Context: an optimization exercise on an open-source flow, tuned for small area. The choices shown serve that exercise and are no tape-out recipe. The RTL was checked by simulation tests, not by an equivalence proof against the original design.

the reference run:
// IlluminatiTop
module IlluminatiTop(clk, rst, UserIDIn, PwdIn, Game_Load, PlayerTensIn, PlayerUnitsIn, Player_Load_in, RNG_Load_in, Level_Select,
 HEX0, HEX1, HEX2, HEX3, HEX4, HEX5, HEX6, HEX7, RUsrLED, GUsrLED, RPwdLED, GPwdLED, SuccLev2LEDR,
 SuccLev2LEDG, SuccLev3LEDR, SuccLev3LEDG, Level3_Count);
	input clk, rst;
	input[3:0] UserIDIn, PwdIn, PlayerTensIn, PlayerUnitsIn;
	input[1:0] Level_Select;
	input Game_Load, Player_Load_in, RNG_Load_in;
	output[6:0] HEX0, HEX1, HEX2, HEX3, HEX4, HEX5, HEX6, HEX7;
	output RUsrLED, GUsrLED, RPwdLED, GPwdLED, SuccLev2LEDR, SuccLev2LEDG, SuccLev3LEDR,
	SuccLev3LEDG, Level3_Count;
	reg gb_p, gb_w, pb_p, pb_w;
	wire Game_Control = gb_p;
	wire Player_Load = pb_p;
	always @(posedge clk) begin
	  if (rst == 0) begin
	    gb_p <= 0; gb_w <= 0; pb_p <= 0; pb_w <= 0;
	  end else begin
	    gb_p <= ~gb_p & ~gb_w & ~Game_Load;
	    gb_w <= gb_p | (gb_w & ~Game_Load);
	    pb_p <= ~pb_p & ~pb_w & ~Player_Load_in;
	    pb_w <= pb_p | (pb_w & ~Player_Load_in);
	  end
	end
	reg GUsr, GPwd;
	reg [2:0] ac_ph;       
	reg [2:0] uk;          
	reg [3:0] user_disp, pwd_disp;
	wire LogOut;
	reg [2:0] uk_first;
	always @(*) begin
	  case (UserIDIn)
	    4'd8: uk_first = 3'd0;
	    4'd9: uk_first = 3'd1;
	    4'd7: uk_first = 3'd2;
	    4'd5: uk_first = 3'd3;
	    4'd6: uk_first = 3'd4;
	    4'd0: uk_first = 3'd5;
	    default: uk_first = 3'd7;
	  endcase
	end
	reg [3:0] id_digit;
	always @(*) begin
	  case ({uk, ac_ph[1:0]})
	    {3'd0, 2'd1}: id_digit = 4'd0;
	    {3'd0, 2'd2}: id_digit = 4'd4;
	    {3'd0, 2'd3}: id_digit = 4'd6;
	    {3'd1, 2'd1}: id_digit = 4'd1;
	    {3'd1, 2'd2}: id_digit = 4'd1;
	    {3'd1, 2'd3}: id_digit = 4'd1;
	    {3'd2, 2'd1}: id_digit = 4'd2;
	    {3'd2, 2'd2}: id_digit = 4'd3;
	    {3'd2, 2'd3}: id_digit = 4'd1;
	    {3'd3, 2'd1}: id_digit = 4'd4;
	    {3'd3, 2'd2}: id_digit = 4'd2;
	    {3'd3, 2'd3}: id_digit = 4'd1;
	    {3'd4, 2'd1}: id_digit = 4'd9;
	    {3'd4, 2'd2}: id_digit = 4'd4;
	    {3'd4, 2'd3}: id_digit = 4'd3;
	    default: id_digit = 4'd0;
	  endcase
	end
	reg [3:0] pwd_end;
	reg [2:0] uk_inc;
	always @(*) begin
	  case (uk)
	    3'd0: begin pwd_end = 4'd1; uk_inc = 3'd1; end
	    3'd1: begin pwd_end = 4'd2; uk_inc = 3'd2; end
  ...
Size in the first run: ~1,500 cells after synthesis, ~88 I/O pins, ~0.012 mm2 of cells after synthesis.
export LEC_CHECK = 0
export ABC_AREA = 1
export CAP_MARGIN = 20
export CORE_MARGIN = 2
export CORE_UTILIZATION = 75
export GPL_TIMING_DRIVEN = 0
export SLEW_MARGIN = 20
create_clock -name core_clock -period 8.0 [get_ports {clk}]
standard.sh (not shown) runs the stock make flow with config.mk's settings and CLKGATE_MAP_FILE= SYNTH_SCRIPT=/design/flow/synth_recipe.tcl, a recipe that flattens the netlist after the stock synthesis.
==> flow/flow/run.sh <==
#!/bin/bash
# Own layout flow: the standard synthesis, then the combinational logic between
# the registers is mapped again by ABC for area (registers, their names and
# cell types are kept as the standard synthesis made them; a few ABC runs with
# different seeds, the smallest result is kept), then the standard ORFS layout
# with small port buffers and a lean clock tree.
set -euo pipefail
WORK=$(pwd)
FLOWDIR=$WORK/flow
RES=$WORK/orfs/results/$FLOW_PLATFORM/IlluminatiTop/base
LIB=$FLOW_HOME/platforms/$FLOW_PLATFORM/lib/sky130_fd_sc_hd__tt_025C_1v80.lib
YOSYS=$FLOW_HOME/../tools/install/yosys/bin/yosys
[ -x "$YOSYS" ] || YOSYS=yosys

# 1. standard synthesis
bash standard.sh synth > $WORK/flow_synth.log 2>&1

# 2. remap the combinational logic
cp $RES/1_2_yosys.v $WORK/std_synth.v
DU=$(sed -n '/^export DONT_USE_CELLS/,/^$/p' $FLOW_HOME/platforms/$FLOW_PLATFORM/config.mk | grep -oE 'sky130_fd_sc_hd__[A-Za-z0-9_]+' | sed 's/^/-dont_use /' | tr '\n' ' ')
FFS=$(grep -oE 'sky130_fd_sc_hd__(e?s?df|dl)[A-Za-z0-9_]+' $WORK/std_synth.v | sort -u | tr '\n' ' ')
BB=""
[ -n "$FFS" ] && BB="blackbox $FFS"
for v in 0 3 5 nf; do
cat > $WORK/remap_$v.ys <<EOT
read_liberty -ignore_miss_func $LIB
$BB
read_verilog $WORK/std_synth.v
hierarchy -top $FLOW_TOP
flatten
opt -purge
abc -liberty $LIB $DU -script $FLOWDIR/remap$v.abc
opt_clean -purge
hilomap -singleton -hicell sky130_fd_sc_hd__conb_1 HI -locell sky130_fd_sc_hd__conb_1 LO
insbuf -buf sky130_fd_sc_hd__buf_4 A X
splitnets
opt_clean -purge
stat -liberty $LIB
write_verilog -noattr -nohex -nodec $WORK/remap_$v.v
EOT
( $YOSYS -l $WORK/flow_remap_$v.log -s $WORK/remap_$v.ys > /dev/null 2>&1 || true ) &
done
wait
best=""; besta=""
for v in 0 3 5 nf; do
  a=$(grep -oE "Chip area for module '[^']*': [0-9.]+" $WORK/flow_remap_$v.log 2>/dev/null | grep -oE '[0-9.]+$' || true)
  [ -n "$a" ] && [ -s $WORK/remap_$v.v ] || continue
  echo "remap $v: $a" >> $WORK/flow_remap_choice.log
  if [ -z "$best" ] || awk "BEGIN{exit !($a < $besta)}"; then best=$v; besta=$a; fi
done
echo "chosen: $best ($besta)" >> $WORK/flow_remap_choice.log
if [ -n "$best" ]; then
  cp $WORK/remap_$best.v $RES/1_2_yosys.v
  rm -f $RES/1_synth.odb $RES/1_synth.sdc
fi

# 3. layout
bash standard.sh \
  "BUFFER_PORTS_ARGS=-buffer_cell sky130_fd_sc_hd__buf_1" \
  "CTS_ARGS=-sink_clustering_enable -repair_clock_nets -sink_clustering_size 16 -sink_clustering_max_diameter 60 -buf_list sky130_fd_sc_hd__clkbuf_8 -dont_use_dummy_load" \
  finish > $WORK/flow_layout.log 2>&1
==> flow/flow/remap0.abc <==
strash; &get -n; &deepsyn -T 90 -S 0; &put; strash; dch -f; amap
==> flow/flow/remap3.abc <==
strash; &get -n; &deepsyn -T 90 -S 3; &put; strash; dch -f; amap
==> flow/flow/remap5.abc <==
strash; &get -n; &deepsyn -T 90 -S 5; &put; strash; dch -f; amap
==> flow/flow/remapnf.abc <==
strash; &get -n; &deepsyn -T 90; &put; strash; &get -n; &dch -f; &nf -R 1000; &put
diff inputs: the reference run => the trial run
Settings: a change of CAP_MARGIN from 20 to 0; a change of SLEW_MARGIN from 20 to 0; a change of CORE_UTILIZATION from 75 to 65.
--- a/flow/flow/run.sh
+++ b/flow/flow/run.sh
@@ -4 +4 @@
-# cell types are kept as the standard synthesis made them; a few ABC runs with
+# cell types are kept as the standard synthesis made them; eight ABC runs with
@@ -24 +24,2 @@
-for v in 0 3 5 nf; do
+run_remap() {
+v=$1
@@ -41,3 +42,5 @@
-( $YOSYS -l $WORK/flow_remap_$v.log -s $WORK/remap_$v.ys > /dev/null 2>&1 || true ) &
-done
-wait
+$YOSYS -l $WORK/flow_remap_$v.log -s $WORK/remap_$v.ys > /dev/null 2>&1 || true
+}
+VARIANTS="0 3 4 5 8 9 2 7"
+for v in 0 3 4 5; do run_remap $v & done; wait
+for v in 8 9 2 7; do run_remap $v & done; wait
@@ -45 +48 @@
-for v in 0 3 5 nf; do
+for v in $VARIANTS; do
==> flow/flow/remap0.abc <==
strash; &get -n; &deepsyn -T 60 -S 0; &put; strash; dch -f; amap
==> flow/flow/remap2.abc (new file) <==
strash; &get -n; &deepsyn -T 60 -S 2; &put; strash; dch -f; amap
==> flow/flow/remap3.abc <==
strash; &get -n; &deepsyn -T 60 -S 3; &put; strash; dch -f; amap
==> flow/flow/remap4.abc (new file) <==
strash; &get -n; &deepsyn -T 60 -S 4; &put; strash; dch -f; amap
==> flow/flow/remap5.abc <==
strash; &get -n; &deepsyn -T 60 -S 5; &put; strash; dch -f; amap
==> flow/flow/remap7.abc (new file) <==
strash; &get -n; &deepsyn -T 60 -S 7; &put; strash; dch -f; amap
==> flow/flow/remap8.abc (new file) <==
strash; &get -n; &deepsyn -T 60 -S 8; &put; strash; dch -f; amap
==> flow/flow/remap9.abc (new file) <==
strash; &get -n; &deepsyn -T 60 -S 9; &put; strash; dch -f; amap
removed: flow/flow/remapnf.abc
Notes after the runs:
The lower summed area of non-filler cells in the final layout came out of the trial run. Taking the reference run as the reference, in the trial run flop-to-flop setup slack moved up; synthesized cell count went down 2.0%; number of resized instances in the post-cts repair step saw little to no change; met3 usage in global routing now sits lower. Relative to the reference run, pin slew with the least headroom to its limit has increased by 0.20 ns in the trial run.

## what the ideal ports hide
Ports are ideal in the flow. The routed layouts listed here were re-timed in OpenROAD. Step 1: set_driving_cell puts a clkbuf_16 on clk and a buf_2 on each other input, an assumption about the parent block. Step 2, shift: input delay + t, output delay - t, t = (earliest + latest rising clock arrival at the registers) / 2. This alone moves slack from input paths to output paths. a / b / c = ideal / step 1 / step 2; a / b = the first two.
run | t, ns | setup WS [ns] | slew at the worst register clock pin (ns) | worst data-port slew with drivers (ns) | pins driven straight from the clock port
the reference run | 0.570 | 0.830 / 0.789 / 0.854 | 0.11 / 0.11 | 0.06 | 1
the trial run | 0.546 | 0.816 / 0.775 / 1.321 | 0.10 / 0.10 | 0.07 | 1
After both steps every run listed still meets setup and hold.
